This is an optimization exercise on Yosys and OpenROAD, whose aim is small area, a short achievable clock period and few clock cycles per item, not a production implementation.
Where RTL was checked, it was by simulation tests only, not by an equivalence proof against the original.
Function not checked in run 1: the RTL went through the layout flow alone.

## flow/design.v (module list and top-level ports; edited modules follow where they fit)
// module Final: 2099 lines
// module Final_fa: 4 lines
module Final(
    rst_n,
    clk,
    in_valid,
    weight_valid,
    I,
    W,
    out_valid,
    OUT
);
  // ...
==> flow/flow/run.sh <==
#!/bin/bash
# Own layout flow: the standard flow (standard.sh, unchanged synthesis and
# steps) with
#  - port buffers made from the small sky130_fd_sc_hd__buf_1 instead of the
#    default delay buffer;
#  - clock tree synthesis without dummy loads and with smaller clock buffers.
# The make output goes to standard_flow.log here; ORFS keeps each step's log
# under orfs/logs.
set -euo pipefail
export BUFFER_PORTS_ARGS="-buffer_cell sky130_fd_sc_hd__buf_1"
export CTS_ARGS="-sink_clustering_enable -repair_clock_nets -dont_use_dummy_load -buf_list {sky130_fd_sc_hd__clkbuf_4 sky130_fd_sc_hd__clkbuf_8} -root_buf sky130_fd_sc_hd__clkbuf_8"
bash standard.sh > standard_flow.log 2>&1
==> flow/standard.sh <==
#!/bin/bash
# synth_recipe.tcl (not shown) runs the flow's synth.tcl, then flattens the netlist and writes it again
# the make line also repeats each setting of config.mk as NAME=value (left out here)
make -C /OpenROAD-flow-scripts/flow DESIGN_CONFIG=/design/flow/config.mk WORK_HOME=/design/flow/orfs CLKGATE_MAP_FILE= SYNTH_SCRIPT=/design/flow/synth_recipe.tcl "${@:-finish}"
==> flow/config.mk <==
export PLATFORM = sky130hd
export DESIGN_NAME = Final
export DESIGN_NICKNAME = Final
export VERILOG_FILES = /design/flow/design.v
export SDC_FILE = /design/flow/constraint.sdc
export NUM_CORES = 4
export LEC_CHECK = 0
export CAP_MARGIN = 20
export CORE_MARGIN = 2
export CORE_UTILIZATION = 40
export SETUP_SLACK_MARGIN = 3.8
export SLEW_MARGIN = 20
export SYNTH_HIERARCHICAL = 1
==> flow/constraint.sdc <==
create_clock -name core_clock -period 10.0 [get_ports {clk}]
set_input_delay 2.0000 -clock core_clock [delete_from_list [all_inputs] [get_ports {clk}]]
set_output_delay 2.0000 -clock core_clock [all_outputs]
set_load 0.01 [all_outputs]
==> flow_summary.ini, run 1 <==
[cells_and_area]
largest_register_ffs = 128
layout_commonest_cell = nand2_1
area_growth_pct = 16.0
diodes = 2
inv_count = 26
flops_and_latches = 192
clkbuf_count = 17

[synth]
synth_cells = 1458
syn_area_um2 = 17600
synthDistinctLibCells = 37
synthAdderAreaFrac = 0.572

[worst_setup_path]
arrival_ps = 6550
crit_start = weight_valid
required_ps = 10390

[run_status]
status = timing/DRC/antenna clean

[placed_design]
placed_area_um2 = 19300
gp_congestion = 0.981
pre_cts_slack_ps = 2870

[grt]
grt_use_total = 0.273
antenna_found_initial = 1

[drt]
wirelength_um = 62000
top_layer = met4

[min_path]
hp-class = flop to flop
holdPathEnd = weight[50]

[floorplanning]
rows = 76
tapCellCount = 585
dieHeight_um = 214

[sta]
holdWs_ps = 493
fin_ws_ps = 3840
==> run 2, diff against run 1 <==
--- a/flow/design.v
+++ b/flow/design.v
@@ -13,17 +13,17 @@
     input in_valid;
     input weight_valid;
     input [127:0] I;
     input [127:0] W;
     output reg out_valid;
     output [12:0] OUT;
   reg          wz;
   reg  [127:0] weight;
-  wire [127:0] wn = ({128{weight_valid}} & W) | ({128{~weight_valid & ~wz}} & weight);
+  wire [127:0] wn = weight_valid ? W : weight;
   always @(posedge clk or negedge rst_n)
     if (~rst_n)            wz <= 1'b1;
     else if (weight_valid) wz <= 1'b0;
   always @(posedge clk)
     weight <= wn;
   always @(posedge clk or negedge rst_n)
     if (~rst_n) out_valid <= 1'b0;
     else        out_valid <= in_valid;
@@ -2090,14 +2090,14 @@
     cs[57] <= c905;
     cs[58] <= c909;
     cs[59] <= c907;
     cs[60] <= c911;
     cs[61] <= c913;
   end
   wire [12:0] ra = {1'b0, ~c989, ~c987, ~c979, ~c971, ~c963, ~c955, ~c947, ~c939, ~c931, ~s928, ~s920, ~s914};
   wire [12:0] rb = {1'b0, ~c991, ~s990, ~s986, ~s978, ~s970, ~s962, ~s954, ~s946, ~s938, ~s930, ~s922, ~s916};
-  assign OUT = ra + rb;
+  assign OUT = (ra + rb) & {13{~wz}};
 endmodule
 module Final_fa(input a, input b, input c, output s, output co);
   assign s = a ^ b ^ c;
   assign co = (a & b) | (a & c) | (b & c);
 endmodule
==> flow/config.mk (replaced) <==
export PLATFORM = sky130hd
export DESIGN_NAME = Final
export DESIGN_NICKNAME = Final
export VERILOG_FILES = /design/flow/design.v
export SDC_FILE = /design/flow/constraint.sdc
export NUM_CORES = 4
export LEC_CHECK = 0
export CAP_MARGIN = 20
export CORE_MARGIN = 2
export CORE_UTILIZATION = 40
export SETUP_SLACK_MARGIN = 4
export SLEW_MARGIN = 20
export SYNTH_HIERARCHICAL = 1
==> run 2 against run 1 <==
Maximum frequency up 3.6%. Critical path depth down 2. Highest routed layer unchanged. Critical endpoint is now OUT[11]. Register-to-register slack better by 390 ps. Critical path type is now flop to output port.
==> flow_summary.ini, run 2 <==
[worst_setup_path]
cp_slowest_cell = fa_2
cpMostUsedCell = fa_1
crit_type = flop to output port
crit_path_end_kind = output port
crit_family = adder cells
r2r-end = cs[40]
r2r-start = weight[3]
crit_path_max_fanout = 3
crit_buf_inv = 2
required_ps = 8000
arrival_ps = 3950
critPathMaxStageDelay_ps = 590
reg2regPathDepth = 9
r2r_slack_ps = 5470
crit_path_cell_trace = fa_2, fa_1, fa_1, inv_2, ha_4, a211o_1, a211oi_2, o21bai_1, a41oi_2, mux2_4, buf_6
cp-start-kind = flop

[clock_network]
clock_latency_ps = 600
cts_tree = yes
h-tree-depth = 4
clk_pin_slew_ps = 90
cts_buffers = 17
clock-sinks = 192
clockBufferDepth = 2
clockRootBuffer = clkbuf_8

[cells_and_area]
largest_register_ffs = 128
top_regs = weight (128), cs (62)
layout_common_cells = 514 x nand2_1, 429 x fa_1, 269 x buf_1, 186 x dfxtp_1, 114 x mux2_2
stdcell_count = 2329
seqCellArea_um2 = 3860
layout.nets = 2508
fill_cells = 4103
layout_commonest_cell = nand2_1
multi_input_area_um2 = 14200
diodes = 0
design_area_um2 = 20400
post-route-util = 0.461
drive_above_1_share = 0.145
regMostFlops = weight
area_growth_pct = 13.6

[drt]
postRouteAntennaNets = 0
wirelength_um = 60200
routedWlPerCell_um = 25.9
drtIter0Drc = 961
drt_pass1_iterations = 6
vias_per_cell = 5.11
vias = 11891
drc = 0

[sta]
fin_skew_ps = 56.0
tns_ps = 0
period_minus_slack_ps = 5950
fmax_mhz = 168
drv_slew = 0
rsz0062_at_grt = true
hold_viol_final = 0
fin_ws_ps = 4050
holdWs_ps = 516
setup_viol = 0
period_share = 0.595

[job]
drv_cap = 0

[min_path]
holdPathEnd = weight[83]
hold_depth = 1
hp-class = flop to flop
worstHoldStart = weight[83]

[grt]
grt.overflow.total = 0
grt_pass1_wl_um = 88200
grt_start_max_net_pins = 35
antenna_found_initial = 0
grt_pass1_vias = 13562
grt_use_total = 0.272

[synth]
ys_ff_latch = 192
ys.flop_type = dfxtp_1
synth_warnings = 7
yosys.area.top_type_share = 0.555
syn_area_um2 = 17900
ys_seq_area_frac = 0.215
yosys-top-cells-area = fa_1 55%, dfxtp_1 21%, nand2_1 11%
synthTopCellsByCount = 514 x nand2_1, 497 x fa_1, 190 x dfxtp_1
yosysMostFrequentCell = nand2_1
avgSynthCellArea_um2 = 12.4
synthDistinctLibCells = 40
yosysTopAreaCell = fa_1
async_flop_share = 0.0104
synth_cells = 1448
synth_edf_count = 0

[placed_design]
dpl.cell_count = 2304
dp_hpwl_um = 52800
gp_congestion = 0.991
pre_cts_slack_ps = 2630
portBuffers = 273
placed_area_um2 = 19900

[run_status]
status = timing/DRC/antenna clean

[floorplanning]
dieHeight_um = 216
rows = 77
start_util = 0.406
die_x_um = 216
core_um2 = 44200
io_pins = 274
dieArea_um2 = 46500
## run 2: changes by cell type in the layout (fill, tap and decap cells not counted), moves of 6 or more
cell,before,now
fa_2,24,68
fa_1,473,429
a22o_1,25,0
mux2_2,0,114
a22o_4,62,0
ha_4,0,6
a22o_2,41,0
mux2_4,0,16
ha_1,12,6
## run 2: per-layer routing
| layer | global-route usage | wire length [µm] | part of all wire |
|---|---|---|---|
| met1 | 0.344 | 24200 | 0.40 |
| met2 | 0.444 | 29300 | 0.49 |
| met3 | 0.0734 | 4580 | 0.076 |
| met4 | 0.108 | 2160 | 0.036 |
| met5 | 0 | 0 | 0 |
## run 2: worst max path at each step
stage,startpoint,endpoint,slack (ps),cells past startpoint
floorplan,weight_valid,cs[40],3970,11
global placement,weight_valid,cs[51],2680,11
detailed placement,weight_valid,cs[51],2630,11
CTS,cs[54],OUT[12],4000,10
global route,cs[36],OUT[11],3920,11
finish,cs[38],OUT[11],4050,11
## run 2: modules after synthesis, one instance, submodules excluded
module / flip-flops and latches / cells inside / copies in the design
Final: 192 / 952 / 1
Final_fa: 0 / 1 / 496
## run 2: kinds of logic after synthesis
kind of cell / after synthesis / synth area share
other: 1 / 0.000209
AND/OR/NAND/NOR: 541 / 0.115
AO/OA/AOI/OAI: 27 / 0.0119
buffers and inverters: 43 / 0.0104
XOR/XNOR: 5 / 0.00244
flip-flops: 192 / 0.215
adder cells (fa/ha/maj): 509 / 0.563
multiplexers: 130 / 0.0816
## run 2: cell type report
class                      count  share of cell area
sequential                   192               0.190
timing repair buffer         282              0.0586
inverter                      26             0.00479
clock buffer                  17              0.0115
multi-input combinational   1220               0.699
tap                          592              0.0364
## run 2: what timing repair did
item / in CTS / in global routing
setup buffers: 4 / 0
hold buffers: 0 / 0
pin swaps: 7 / 1
resized for setup: 28 / 12
cloned: 3 / 1
setup endpoints to repair: 37 / 11
Testbench counts of run 2, summed over its fixed seeds: cycles 3,200, items 3,200.
==> run 3, diff against run 2 <==
--- a/flow/flow/run.sh
+++ b/flow/flow/run.sh
@@ -8,5 +8,5 @@
 # under orfs/logs.
 set -euo pipefail
 export BUFFER_PORTS_ARGS="-buffer_cell sky130_fd_sc_hd__buf_1"
-export CTS_ARGS="-sink_clustering_enable -repair_clock_nets -dont_use_dummy_load -buf_list {sky130_fd_sc_hd__clkbuf_4 sky130_fd_sc_hd__clkbuf_8} -root_buf sky130_fd_sc_hd__clkbuf_8"
+export CTS_ARGS="-sink_clustering_enable -repair_clock_nets -dont_use_dummy_load -buf_list {sky130_fd_sc_hd__clkbuf_8} -root_buf sky130_fd_sc_hd__clkbuf_16"
 bash standard.sh > standard_flow.log 2>&1
==> run 3 against run 2 <==
Still clean. Sequential cell count did not move. Final cell count rose by 0.21%. Routed wire length rose by 1.2%. Non-clock buffer count rose by 5. Register-to-register slack improved by 90 ps. Synthesized area did not move. Design area rose by 0.20%. Synthesized cell count did not move. Clock skew barely moved. Setup slack got worse by 7.5 ps. Highest routed layer unchanged.
==> flow_summary.ini, run 3 <==
[run_status]
status = timing/DRC/antenna clean

[clock_network]
cts_buffers = 17
h-tree-depth = 4
clock_latency_ps = 480
holdBufCountCts = 0
cts_tree = yes
clk_pin_slew_ps = 120
clockRootBuffer = clkbuf_16
clock-sinks = 192
clockBufferDepth = 2

[synth]
synth.mux.area_fraction = 0.0816
synthXorXnorAreaFrac = 0.00244
yosysTopAreaCell = fa_1
yosys.area.top_type_share = 0.555
synth_cells = 1448
synth_warnings = 7
yosys-top-cells-area = fa_1 55%, dfxtp_1 21%, nand2_1 11%
synth-simple-area-share = 0.115
synth_compound_area_frac = 0.0119
synthDistinctLibCells = 40
syn_area_um2 = 17900
async_flop_share = 0.0104
ys.flop_type = dfxtp_1
ys_seq_area_frac = 0.215
ys_ff_latch = 192
synthAdderAreaFrac = 0.563
yosysMostFrequentCell = nand2_1
synth_top_family_by_area = adder cells
synthTopCellsByCount = 514 x nand2_1, 497 x fa_1, 190 x dfxtp_1
avgSynthCellArea_um2 = 12.4
synth_edf_count = 0

[grt]
grt.busiest_layer = met2
antenna_found_initial = 0
grt_pass1_wl_um = 88100
met2_usage = 0.442
grt_use_total = 0.272
grt.overflow.total = 0
grt_use_met1 = 0.348
use_met3 = 0.0710
grt_start_max_net_pins = 35
grt_pass1_vias = 13495

[worst_setup_path]
required_ps = 10370
crit_path_max_fanout = 9
cp-start-kind = primary input
crit_type = primary input to flop
arrival_ps = 6320
crit_path_end_kind = flop

[sta]
period_share = 0.596
hold_viol_final = 0
fin_skew_ps = 56.3
tns_ps = 0
setup_viol = 0
period_minus_slack_ps = 5960
drv_slew = 0
fmax_mhz = 168
rsz0062_at_grt = true
fin_ws_ps = 4040

[floorplanning]
dieHeight_um = 216
start_util = 0.406
die_x_um = 216
io_pins = 274
core_um2 = 44200
dieArea_um2 = 46500
rows = 77

[cells_and_area]
stdcell_count = 2334
layout.nets = 2513
fill_cells = 4103
diodes = 0
regMostFlops = weight
largest_register_ffs = 128
drive_above_1_share = 0.149
layout_common_cells = 514 x nand2_1, 422 x fa_1, 269 x buf_1, 186 x dfxtp_1, 114 x mux2_2
top_regs = weight (128), cs (62)
area_growth_pct = 13.8
layout_commonest_cell = nand2_1
multi_input_area_um2 = 14200
design_area_um2 = 20400
seqCellArea_um2 = 3860

[drt]
drtIter0Drc = 965
wirelength_um = 61000
vias_per_cell = 5.12
postRouteAntennaNets = 0
routedWlPerCell_um = 26.1
drt_pass1_iterations = 5
drc = 0
vias = 11950

[placed_design]
dpl.cell_count = 2304
pre_cts_slack_ps = 2630
dp_hpwl_um = 52800
portBuffers = 273
placed_area_um2 = 19900
gp_congestion = 0.991

[min_path]
hp-class = flop to flop

[job]
drv_cap = 0
-- run 3: layout make-up --
type | instances | share of cell area
well taps | 592 | 0.0363
multi-input cells | 1220 | 0.696
flip-flops and latches | 192 | 0.189
repair buffers | 287 | 0.0622
inverters | 26 | 0.00478
clock buffers | 17 | 0.0120
-- run 3: worst max-delay path, stage by stage --
cell and delay (ps):
clkbuf_16 180, mux2_2 310, nand2_1 220, fa_1 530, fa_2 460, fa_1 560
fa_1 510, fa_1 580, fa_1 460, fa_1 510
-- run 3: final timing paths --
| path | start | to | cells after the start | slack [ps] |
|---|---|---|---|---|
| max | weight_valid | cs[40] | 10 | 4040 |
| min | weight[35] | weight[35] | 1 | 510 |
| max reg2reg | weight[3] | cs[40] | 9 | 5560 |
| min reg2reg | weight[35] | weight[35] | 1 | 510 |
| max in group asynchronous | rst_n | wz | 1 | 8450 |
| min in group asynchronous | rst_n | out_valid | 1 | 1330 |
-- run 3: metrics by stage --
step / util / hold slack [ps]
detailed placement: 0.449 / 488
finish: 0.462 / 513
CTS: 0.458 / 515
global route: 0.462 / 528
global placement: 0.449 / 489
floorplan: - / 472
-- run 3: timing repair --
action | CTS | global route
buffers inserted | 0 | 5
setup endpoints to repair | 38 | 12
gates resized for setup | 17 | 21
pin swaps | 2 | 5
gates cloned | 4 | 4
-- run 3: cells by family (layout without fill, tap and decap cells) --
group	after synthesis	count (layout)
adders and majority gates	509	509
and+or+nand+nor	541	541
AOI/OAI and AO/OA	27	27
DFF	192	192
muxes	130	130
xor gates and xnor gates	5	5
other	1	8
buffers and inverters	43	330
-- run 3: per-module statistics from Yosys (local to each module, per instance) --
module	cell area, µm²	times used	cells	flops+latches
Final	8010	1	952	192
Final_fa	20.0	496	1	0
-- run 3: per-layer routing --
layer / vias to the layer above / routed length (µm)
met5: - / 0
met4: 0 / 2310
met3: 87 / 4810
met2: 535 / 29500
met1: 6240 / 24300
li1: 5088 / -
==> run 4, diff against run 3 <==
--- a/flow/flow/run.sh
+++ b/flow/flow/run.sh
@@ -8,5 +8,5 @@
 # under orfs/logs.
 set -euo pipefail
 export BUFFER_PORTS_ARGS="-buffer_cell sky130_fd_sc_hd__buf_1"
-export CTS_ARGS="-sink_clustering_enable -repair_clock_nets -dont_use_dummy_load -buf_list {sky130_fd_sc_hd__clkbuf_8} -root_buf sky130_fd_sc_hd__clkbuf_16"
+export CTS_ARGS="-sink_clustering_enable -sink_clustering_size 10 -sink_clustering_max_diameter 40 -repair_clock_nets -dont_use_dummy_load -buf_list {sky130_fd_sc_hd__clkbuf_4 sky130_fd_sc_hd__clkbuf_8} -root_buf sky130_fd_sc_hd__clkbuf_8"
 bash standard.sh > standard_flow.log 2>&1
==> run 4 against run 3 <==
Routed wire length fell by 1.2%. Design area shrank 0.20%. Sequential cell count did not move. Critical path type is now flop to output port. Highest routed layer unchanged. Core utilization shrank 0.093 points. First-iteration DRC count fell by 0.41%. Die area unchanged.
==> flow_summary.ini, run 4 <==
[run_status]
status = timing/DRC/antenna clean

[grt]
grt_use_total = 0.272
grt_pass1_wl_um = 88200
grt_pass1_vias = 13562
antenna_found_initial = 0
grt.overflow.total = 0
grt_start_max_net_pins = 35

[synth]
ys_seq_area_frac = 0.215
synth_cells = 1448
synth_warnings = 7
synth_edf_count = 0
yosysMostFrequentCell = nand2_1
avgSynthCellArea_um2 = 12.4
yosysTopAreaCell = fa_1
synthDistinctLibCells = 40
async_flop_share = 0.0104
syn_area_um2 = 17900
synthTopCellsByCount = 514 x nand2_1, 497 x fa_1, 190 x dfxtp_1
yosys.area.top_type_share = 0.555
ys.flop_type = dfxtp_1
yosys-top-cells-area = fa_1 55%, dfxtp_1 21%, nand2_1 11%
ys_ff_latch = 192

[cells_and_area]
layout.nets = 2508
diodes = 0
regMostFlops = weight
post-route-util = 0.461
largest_register_ffs = 128
design_area_um2 = 20400
seqCellArea_um2 = 3860
fill_cells = 4103
layout_common_cells = 514 x nand2_1, 429 x fa_1, 269 x buf_1, 186 x dfxtp_1, 114 x mux2_2
layout_commonest_cell = nand2_1
top_regs = weight (128), cs (62)
multi_input_area_um2 = 14200
drive_above_1_share = 0.145
area_growth_pct = 13.6

[placed_design]
gp_congestion = 0.991
portBuffers = 273
dp_hpwl_um = 52800
placed_area_um2 = 19900

[drt]
wirelength_um = 60200
vias_per_cell = 5.11
top_layer = met4
routedWlPerCell_um = 25.9
postRouteAntennaNets = 0
wl_met2_um = 29300
wl_met3_um = 4580
vias = 11891
drtIter0Drc = 961
drc = 0
drt_pass1_iterations = 6
met1_length_um = 24200

[min_path]
hp-class = flop to flop

[sta]
tns_ps = 0
period_share = 0.595
hold_viol_final = 0
drv_slew = 0
fin_skew_ps = 56.0
period_minus_slack_ps = 5950
rsz0062_at_grt = true
holdWs_ps = 516
setup_viol = 0
fmax_mhz = 168

[worst_setup_path]
cp-start-kind = flop
r2r-end = cs[40]
r2r_slack_ps = 5470
r2r-start = weight[3]
required_ps = 8000
critPathCapture = OUT[11]
crit_path_cell_trace = fa_2, fa_1, fa_1, inv_2, ha_4, a211o_1, a211oi_2, o21bai_1, a41oi_2, mux2_4, buf_6
arrival_ps = 3950
crit_start = cs[38]
crit_path_end_kind = output port
cp_slowest_cell = fa_2
crit_type = flop to output port
cpMostUsedCell = fa_1
critPathMaxStageDelay_ps = 590
crit_path_max_fanout = 3
reg2regPathDepth = 9

[clock_network]
h-tree-depth = 4
cts_tree = yes
clock-sinks = 192
clk_pin_slew_ps = 90
clock_latency_ps = 600
clockBufferDepth = 2
clockRootBuffer = clkbuf_8
cts_buffers = 17
holdBufCountCts = 0

[floorplanning]
start_util = 0.406
rows = 77
dieArea_um2 = 46500
die_x_um = 216
io_pins = 274
core_um2 = 44200
dieHeight_um = 216

[job]
drv_cap = 0
## run 4: metal layers
layer | GRT usage | up-vias
met5 | 0 | -
li1 | - | 5076
met2 | 0.444 | 511
met3 | 0.0734 | 83
met1 | 0.344 | 6221
met4 | 0.108 | 0
## run 4: cells by family after synthesis
family	count (synthesis)	synth area share
buf+inv	43	0.0104
compound gates	27	0.0119
xor+xnor	5	0.00244
flops	192	0.215
simple gates	541	0.115
mux	130	0.0816
other cells	1	0.000209
fa+ha+maj	509	0.563
## run 4: layout make-up
| cell class | instances | area share |
|---|---|---|
| clock buffer | 17 | 0.0115 |
| inverter | 26 | 0.00479 |
| multi-input combinational | 1220 | 0.699 |
| sequential | 192 | 0.190 |
| tap | 592 | 0.0364 |
| timing repair buffer | 282 | 0.0586 |
## run 4: metrics by stage
stage / worst slack, ps / std cells
global placement: 2680 / 2304
global route: 3920 / 2329
finish: 4050 / 2329
detailed placement: 2630 / 2304
floorplan: 3970 / 1455
CTS: 4000 / 2328
## run 4: repair_timing
| item | in CTS | in global routing |
|---|---|---|
| endpoints found under the setup margin | 37 | 11 |
| gates resized for setup | 28 | 12 |
| buffers inserted | 4 | 0 |
| cloned | 3 | 1 |
| pin swaps | 7 | 1 |
## run 4: worst max-delay path: cells and delay by family, from the launching register on
family | cells | cell delay, ps
mux | 1 | 350
compound gates | 4 | 750
fa+ha+maj | 4 | 1780
buf+inv | 2 | 180
flops | 1 | 330
## run 4: how the worst min path moves through the flow
stage / to / slack, ps / from / depth (start not counted)
CTS: weight[54] / 520 / weight[54] / 1
floorplan: weight[26] / 470 / weight[26] / 1
finish: weight[83] / 520 / weight[83] / 1
global placement: weight[26] / 490 / weight[26] / 1
global route: weight[71] / 530 / weight[71] / 1
detailed placement: weight[26] / 490 / weight[26] / 1
## run 4: modules after synthesis (local to each module, per instance)
module	cell area (µm²)	flops+latches
Final_fa	20.0	0
Final	8010	192
==> run 5, diff against run 4 <==
--- a/flow/flow/run.sh
+++ b/flow/flow/run.sh
@@ -8,5 +8,5 @@
 # under orfs/logs.
 set -euo pipefail
 export BUFFER_PORTS_ARGS="-buffer_cell sky130_fd_sc_hd__buf_1"
-export CTS_ARGS="-sink_clustering_enable -sink_clustering_size 10 -sink_clustering_max_diameter 40 -repair_clock_nets -dont_use_dummy_load -buf_list {sky130_fd_sc_hd__clkbuf_4 sky130_fd_sc_hd__clkbuf_8} -root_buf sky130_fd_sc_hd__clkbuf_8"
+export CTS_ARGS="-sink_clustering_enable -sink_buffer_max_cap_derate 0.8 -repair_clock_nets -dont_use_dummy_load -buf_list {sky130_fd_sc_hd__clkbuf_4 sky130_fd_sc_hd__clkbuf_8} -root_buf sky130_fd_sc_hd__clkbuf_8"
 bash standard.sh > standard_flow.log 2>&1
==> run 5 against run 4 <==
Final cell count unchanged. Non-clock buffer count unchanged. Worst hold slack stayed put. First-iteration DRC count unchanged. Setup slack stayed put. Design area stayed put. Clock skew unchanged.
==> flow_summary.ini, run 5 <==
[synth]
yosys.area.top_type_share = 0.555
ys.flop_type = dfxtp_1
syn_area_um2 = 17900
synth_cells = 1448
synth_warnings = 7
async_flop_share = 0.0104
yosysMostFrequentCell = nand2_1
ys_ff_latch = 192
ys_seq_area_frac = 0.215
synth_edf_count = 0
yosysTopAreaCell = fa_1
synthTopCellsByCount = 514 x nand2_1, 497 x fa_1, 190 x dfxtp_1
yosys-top-cells-area = fa_1 55%, dfxtp_1 21%, nand2_1 11%
synthDistinctLibCells = 40
avgSynthCellArea_um2 = 12.4

[cells_and_area]
regMostFlops = weight
layout_common_cells = 514 x nand2_1, 429 x fa_1, 269 x buf_1, 186 x dfxtp_1, 114 x mux2_2
layout.nets = 2508
multi_input_area_um2 = 14200
area_growth_pct = 13.6
layout_commonest_cell = nand2_1
drive_above_1_share = 0.145
seqCellArea_um2 = 3860
largest_register_ffs = 128
top_regs = weight (128), cs (62)
fill_cells = 4103
diodes = 0

[placed_design]
gp_congestion = 0.991
portBuffers = 273
dp_hpwl_um = 52800

[clock_network]
clock-sinks = 192
cts_buffers = 17
clock_latency_ps = 600
cts_tree = yes
clockBufferDepth = 2
clockRootBuffer = clkbuf_8
h-tree-depth = 4
clk_pin_slew_ps = 90

[floorplanning]
rows = 77
io_pins = 274
core_um2 = 44200
dieArea_um2 = 46500
die_x_um = 216
start_util = 0.406
dieHeight_um = 216

[worst_setup_path]
arrival_ps = 3950
required_ps = 8000
r2r_slack_ps = 5470
crit_path_end_kind = output port
crit_path_max_fanout = 3
cp-start-kind = flop
crit_type = flop to output port

[sta]
fin_skew_ps = 56.0
period_minus_slack_ps = 5950
rsz0062_at_grt = true
tns_ps = 0
setup_viol = 0
fmax_mhz = 168
period_share = 0.595
holdWs_ps = 516
drv_slew = 0
hold_viol_final = 0

[grt]
grt_pass1_vias = 13562
antenna_found_initial = 0
grt_use_met1 = 0.344
use_met3 = 0.0734
grt_pass1_wl_um = 88200
grt.overflow.total = 0
grt_start_max_net_pins = 35
grt.busiest_layer = met2
grt_use_total = 0.272
met2_usage = 0.444

[drt]
routedWlPerCell_um = 25.9
drtIter0Drc = 961
drt_pass1_iterations = 6
vias = 11891
postRouteAntennaNets = 0
wirelength_um = 60200
drc = 0
vias_per_cell = 5.11

[run_status]
status = timing/DRC/antenna clean

[job]
drv_cap = 0

[min_path]
hp-class = flop to flop
## run 5: cell counts after synthesis
No cell type changed its count.
## run 5: kinds of logic after synthesis
group / Yosys count / share of synthesized area
simple gates: 541 / 0.115
fa+ha+maj: 509 / 0.563
flops: 192 / 0.215
mux: 130 / 0.0816
buf+inv: 43 / 0.0104
compound gates: 27 / 0.0119
xor+xnor: 5 / 0.00244
other cells: 1 / 0.000209
## run 5: critical path, stage by stage (launching register included)
cell and delay, ps:
dfxtp_2 330, fa_2 590, fa_1 450, fa_1 520, inv_2 50, ha_4 220, a211o_1 290, a211oi_2 180
o21bai_1 100, a41oi_2 180, mux2_4 350, buf_6 130
## run 5: worst paths after layout
check                             end  cells past startpoint  startpoint
max                           OUT[11]                     11      cs[38]
min                        weight[83]                      1  weight[83]
max reg2reg                    cs[40]                      9   weight[3]
min in group asynchronous   out_valid                      1       rst_n
max in group asynchronous          wz                      1       rst_n
min reg2reg                weight[83]                      1  weight[83]
## run 5: modules after synthesis, one instance, submodules excluded
module | cells | cell area (µm²) | times used
Final | 952 | 8010 | 1
Final_fa | 1 | 20.0 | 496
## run 5: what timing repair did
| action | in CTS | in global routing |
|---|---|---|
| hold buffers | 0 | 0 |
| pin swaps | 7 | 1 |
| setup buffers | 4 | 0 |
| cloned | 3 | 1 |
| resized for setup | 28 | 12 |
| endpoints found under the setup margin | 37 | 11 |
## run 5: layout make-up
class	count	area share
inverter	26	0.00479
clock buffer	17	0.0115
multi-input combinational	1220	0.699
tap	592	0.0364
timing repair buffer	282	0.0586
sequential	192	0.190
## run 5: metal layers
layer	vias to the layer above	wire length [µm]
met5	-	0
met4	0	2160
met3	83	4580
met2	511	29300
met1	6221	24200
li1	5076	-
## run 5: stage by stage
step                cells  setup WS (ps)  utilization  cell area [µm²]
finish               2329           4050        0.461            20400
global route         2329           3920        0.461            20400
CTS                  2328           4000        0.460            20300
detailed placement   2304           2630        0.449            19900
global placement     2304           2680        0.449            19900
floorplan            1455           3970            -            18300
==> run 6, diff against run 5 <==
--- a/flow/flow/run.sh
+++ b/flow/flow/run.sh
@@ -8,5 +8,5 @@
 # under orfs/logs.
 set -euo pipefail
 export BUFFER_PORTS_ARGS="-buffer_cell sky130_fd_sc_hd__buf_1"
-export CTS_ARGS="-sink_clustering_enable -sink_buffer_max_cap_derate 0.8 -repair_clock_nets -dont_use_dummy_load -buf_list {sky130_fd_sc_hd__clkbuf_4 sky130_fd_sc_hd__clkbuf_8} -root_buf sky130_fd_sc_hd__clkbuf_8"
+export CTS_ARGS="-sink_clustering_enable -sink_buffer_max_cap_derate 0.6 -repair_clock_nets -dont_use_dummy_load -buf_list {sky130_fd_sc_hd__clkbuf_4 sky130_fd_sc_hd__clkbuf_8} -root_buf sky130_fd_sc_hd__clkbuf_8"
 bash standard.sh > standard_flow.log 2>&1
==> run 6 against run 5 <==
Still clean. Setup slack is the same. Via count is the same. Global-route usage is the same. Worst hold slack is the same.
==> flow_summary.ini, run 6 <==
[grt]
grt.overflow.total = 0
grt_pass1_vias = 13562
antenna_found_initial = 0
grt_use_total = 0.272
grt_start_max_net_pins = 35
grt_pass1_wl_um = 88200

[worst_setup_path]
reg2regPathDepth = 9
crit_path_cell_trace = fa_2, fa_1, fa_1, inv_2, ha_4, a211o_1, a211oi_2, o21bai_1, a41oi_2, mux2_4, buf_6
required_ps = 8000
cp_slowest_cell = fa_2
critPathMaxStageDelay_ps = 590
crit_path_max_fanout = 3
cp-start-kind = flop
r2r_slack_ps = 5470
cpMostUsedCell = fa_1
crit_path_end_kind = output port
r2r-start = weight[3]
crit_type = flop to output port
r2r-end = cs[40]
arrival_ps = 3950

[drt]
routedWlPerCell_um = 25.9
drc = 0
wirelength_um = 60200
drtIter0Drc = 961
drt_pass1_iterations = 6
postRouteAntennaNets = 0
vias = 11891
vias_per_cell = 5.11

[sta]
period_share = 0.595
fmax_mhz = 168
fin_skew_ps = 56.0
period_minus_slack_ps = 5950
drv_slew = 0
hold_viol_final = 0
rsz0062_at_grt = true
tns_ps = 0
holdWs_ps = 516
setup_viol = 0

[synth]
ys_ff_latch = 192
synth_edf_count = 0
ys_seq_area_frac = 0.215
synthTopCellsByCount = 514 x nand2_1, 497 x fa_1, 190 x dfxtp_1
async_flop_share = 0.0104
synth_warnings = 7
syn_area_um2 = 17900
yosys.area.top_type_share = 0.555
synth_cells = 1448
avgSynthCellArea_um2 = 12.4
yosysMostFrequentCell = nand2_1
synthDistinctLibCells = 40
yosys-top-cells-area = fa_1 55%, dfxtp_1 21%, nand2_1 11%
ys.flop_type = dfxtp_1
yosysTopAreaCell = fa_1

[cells_and_area]
top_regs = weight (128), cs (62)
layout_common_cells = 514 x nand2_1, 429 x fa_1, 269 x buf_1, 186 x dfxtp_1, 114 x mux2_2
drive_above_1_share = 0.145
regMostFlops = weight
largest_register_ffs = 128
fill_cells = 4103
area_growth_pct = 13.6
layout_commonest_cell = nand2_1
layout.nets = 2508
diodes = 0

[min_path]
hp-class = flop to flop
worstHoldStart = weight[83]
holdPathEnd = weight[83]
hold_depth = 1

[floorplanning]
die_x_um = 216
dieHeight_um = 216
rows = 77
core_um2 = 44200
io_pins = 274
dieArea_um2 = 46500
start_util = 0.406

[clock_network]
clockBufferDepth = 2
clock_latency_ps = 600
clock-sinks = 192
clockRootBuffer = clkbuf_8
holdBufCountCts = 0
cts_buffers = 17
cts_tree = yes
h-tree-depth = 4
clk_pin_slew_ps = 90

[placed_design]
portBuffers = 273
dp_hpwl_um = 52800
gp_congestion = 0.991

[run_status]
status = timing/DRC/antenna clean

[job]
drv_cap = 0
==> run 6: layer usage <==
metal / vias to the layer above / wire length, µm / GRT usage
met2: 511 / 29300 / 0.444
met3: 83 / 4580 / 0.0734
met1: 6221 / 24200 / 0.344
met4: 0 / 2160 / 0.108
met5: - / 0 / 0
li1: 5076 / - / -
==> run 6: metrics by stage <==
| stage | area [µm²] | std cells | util | setup slack [ps] |
|---|---|---|---|---|
| 2_1_floorplan | 18300 | 1455 | - | 3970 |
| 3_3_place_gp | 19900 | 2304 | 0.449 | 2680 |
| 3_5_place_dp | 19900 | 2304 | 0.449 | 2630 |
| 4_1_cts | 20300 | 2328 | 0.460 | 4000 |
| 5_1_grt | 20400 | 2329 | 0.461 | 3920 |
| 6_report | 20400 | 2329 | 0.461 | 4050 |
==> run 6: repair_timing <==
item | in CTS | in global routing
setup endpoints to repair | 37 | 11
buffers inserted | 4 | 0
cloned | 3 | 1
pin swaps | 7 | 1
resized for setup | 28 | 12
==> run 6: per-module statistics from Yosys (local to each module, per instance) <==
module	flops+latches	copies in the design	cells inside
Final_fa	0	496	1
Final	192	1	952
==> run 6: area by class of cell <==
cell class,instances,area (µm²),area share
inverter,26,97.6,0.00479
timing repair buffer,282,1190,0.0586
multi-input combinational,1220,14200,0.699
clock buffer,17,234,0.0115
sequential,192,3860,0.190
tap,592,741,0.0364
==> run 6: worst max-delay path by stage <==
stage	from	end	slack, ps	depth (start not counted)
CTS	cs[54]	OUT[12]	4000	10
finish	cs[38]	OUT[11]	4050	11
global route	cs[36]	OUT[11]	3920	11
floorplan	weight_valid	cs[40]	3970	11
detailed placement	weight_valid	cs[51]	2630	11
global placement	weight_valid	cs[51]	2680	11
==> run 6: cells by family after synthesis <==
family	synth area share
flops	0.215
simple gates	0.115
buf+inv	0.0104
xor+xnor	0.00244
mux	0.0816
other cells	0.000209
compound gates	0.0119
fa+ha+maj	0.563
==> run 6: worst max-delay path: cells and delay by family (launching register included) <==
kind,cells,cell delay (ps)
mux,1,350
compound gates,4,750
fa+ha+maj,4,1780
buf+inv,2,180
flops,1,330
==> run 7, diff against run 6 <==
--- a/flow/flow/run.sh
+++ b/flow/flow/run.sh
@@ -8,5 +8,5 @@
 # under orfs/logs.
 set -euo pipefail
 export BUFFER_PORTS_ARGS="-buffer_cell sky130_fd_sc_hd__buf_1"
-export CTS_ARGS="-sink_clustering_enable -sink_buffer_max_cap_derate 0.6 -repair_clock_nets -dont_use_dummy_load -buf_list {sky130_fd_sc_hd__clkbuf_4 sky130_fd_sc_hd__clkbuf_8} -root_buf sky130_fd_sc_hd__clkbuf_8"
+export CTS_ARGS="-sink_clustering_enable -repair_clock_nets -dont_use_dummy_load -buf_list {sky130_fd_sc_hd__clkbuf_8 sky130_fd_sc_hd__clkbuf_16} -root_buf sky130_fd_sc_hd__clkbuf_16"
 bash standard.sh > standard_flow.log 2>&1
==> run 7 against run 6 <==
Count of clock-buffer cells in the layout stayed put. Still clean. Synthesized area unchanged. Highest routed layer unchanged. Critical endpoint is now cs[40]. Critical path depth fell by 1. Design area grew 1.1%. Worst hold slack worse by 5.7 ps. Routed wire length increased by 0.96%. Via count grew 0.19%.
==> flow_summary.ini, run 7 <==
[cells_and_area]
layout.nets = 2509
layout_common_cells = 514 x nand2_1, 426 x fa_1, 270 x buf_1, 186 x dfxtp_1, 114 x mux2_2
diodes = 0
post-route-util = 0.466
drive_above_1_share = 0.146
top_regs = weight (128), cs (62)
layout_commonest_cell = nand2_1
largest_register_ffs = 128
design_area_um2 = 20600
regMostFlops = weight
area_growth_pct = 14.8
fill_cells = 4064

[synth]
syn_area_um2 = 17900
synthTopCellsByCount = 514 x nand2_1, 497 x fa_1, 190 x dfxtp_1
yosys.area.top_type_share = 0.555
synth_edf_count = 0
ys_seq_area_frac = 0.215
synthDistinctLibCells = 40
ys_ff_latch = 192
yosys-top-cells-area = fa_1 55%, dfxtp_1 21%, nand2_1 11%
ys.flop_type = dfxtp_1
synth_cells = 1448
synth_warnings = 7
avgSynthCellArea_um2 = 12.4
async_flop_share = 0.0104
yosysTopAreaCell = fa_1
yosysMostFrequentCell = nand2_1

[placed_design]
placed_area_um2 = 19900
dp_hpwl_um = 52800
gp_congestion = 0.991
portBuffers = 273

[floorplanning]
start_util = 0.406
dieArea_um2 = 46500
dieHeight_um = 216
rows = 77
die_x_um = 216
io_pins = 274
core_um2 = 44200

[worst_setup_path]
cp_slowest_cell = fa_2
crit_path_max_fanout = 18
crit_path_end_kind = flop
critPathMaxStageDelay_ps = 550
cpMostUsedCell = fa_1
crit_path_cell_trace = clkbuf_16, mux2_2, nand2_1, fa_1, fa_2, fa_1, fa_1, fa_1, fa_1, fa_1
arrival_ps = 6370
required_ps = 10390
cp-start-kind = primary input
crit_type = primary input to flop

[clock_network]
cts_buffers = 17
cts_tree = yes
clockBufferDepth = 2
clock_latency_ps = 510
h-tree-depth = 4
clk_pin_slew_ps = 80
clock-sinks = 192
holdBufCountCts = 0
clockRootBuffer = clkbuf_16

[grt]
antenna_found_initial = 0
grt_use_total = 0.273
grt_pass1_wl_um = 88400
grt_pass1_vias = 13516
grt.overflow.total = 0
grt_start_max_net_pins = 35

[sta]
drv_slew = 0
period_share = 0.598
tns_ps = 0
hold_viol_final = 0
period_minus_slack_ps = 5980
fmax_mhz = 167
setup_viol = 0
fin_skew_ps = 35.0
rsz0062_at_grt = true

[drt]
routedWlPerCell_um = 26.1
postRouteAntennaNets = 0
drc = 0
drtIter0Drc = 951
wirelength_um = 60800
vias_per_cell = 5.11
vias = 11913
drt_pass1_iterations = 6

[min_path]
hp-class = flop to flop

[run_status]
status = timing/DRC/antenna clean

[job]
drv_cap = 0
[run 7: timing repair]
action	4_1_cts	5_1_grt
resized for setup	17	23
pin swaps	3	7
setup buffers	0	3
endpoints found under the setup margin	38	9
cloned	4	2
[run 7: per-layer routing]
metal  vias up  GRT usage  share of wire
li1       5078          -              -
met1      6220      0.345           0.40
met2       534      0.446           0.49
met3        81     0.0860          0.077
met4         0     0.0903          0.034
met5         -          0              0
[run 7: stage by stage]
| stage | hold WS [ps] | std cells | setup WS [ps] |
|---|---|---|---|
| 2_1_floorplan | 472 | 1455 | 3970 |
| 3_3_place_gp | 489 | 2304 | 2680 |
| 3_5_place_dp | 488 | 2304 | 2630 |
| 4_1_cts | 509 | 2325 | 4020 |
| 5_1_grt | 523 | 2330 | 3830 |
| 6_report | 510 | 2330 | 4020 |
[run 7: worst max-delay path: cells and delay by family]
kind	cells	cell delay, ps
buf+inv	1	200
mux	1	330
fa+ha+maj	7	3600
simple gates	1	220
[run 7: path summary, 6_finish.rpt]
check / from / end / slack (ps) / cells past startpoint
min: weight[35] / weight[35] / 510 / 1
min in group asynchronous: rst_n / out_valid / 1290 / 1
max in group asynchronous: rst_n / wz / 8480 / 1
max reg2reg: weight[3] / cs[40] / 5540 / 9
max: weight_valid / cs[40] / 4020 / 10
min reg2reg: weight[35] / weight[35] / 510 / 1
[run 7: cells by family after synthesis]
group	share of synthesized area
other cells	0.000209
mux	0.0816
xor+xnor	0.00244
fa+ha+maj	0.563
flops	0.215
buf+inv	0.0104
simple gates	0.115
compound gates	0.0119
[run 7: Yosys stat by module, one instance, submodules excluded]
| module | area, µm² | cells inside | flip-flops and latches | times used |
|---|---|---|---|---|
| Final | 8010 | 952 | 192 | 1 |
| Final_fa | 20.0 | 1 | 0 | 496 |
[run 7: cell type report]
type                       instances  area [µm²]  area share
clock buffer                      17         425      0.0207
multi-input combinational       1220       14200       0.691
timing repair buffer             283        1240      0.0601
tap                              592         741      0.0360
inverter                          26        97.6     0.00474
sequential                       192        3860       0.187

static timing again, ports no longer ideal:
In the flow no input, the clock included, has a driving cell. The finished layouts below were timed again as built, in two steps.
Step 1 sets driving cells, clkbuf_16 on the clock port and buf_2 on the other inputs (assumed; they add their load-dependent delay and slew).
Step 2, shift: input delay + t, output delay - t, t = (earliest + latest rising clock arrival at the registers) / 2. This alone moves slack from input paths to output paths.
a / b / c = ideal / step 1 / step 2; a / b = the first two.
run | shift t [ns] | setup WS [ns] | worst setup path after step 2
run 1 | 0.563 | 3.839 / 3.873 / 3.310 | input to register
run 2 | 0.625 | 4.051 / 3.909 / 3.284 | input to register
run 3 | 0.512 | 4.044 / 3.864 / 3.351 | input to register
run 4 | 0.625 | 4.051 / 3.909 / 3.284 | input to register
run 5 | 0.625 | 4.051 / 3.909 / 3.284 | input to register
run 6 | 0.625 | 4.051 / 3.909 / 3.284 | input to register
run 7 | 0.549 | 4.022 / 3.892 / 3.342 | input to register
After both steps setup and hold are still met in every run listed.
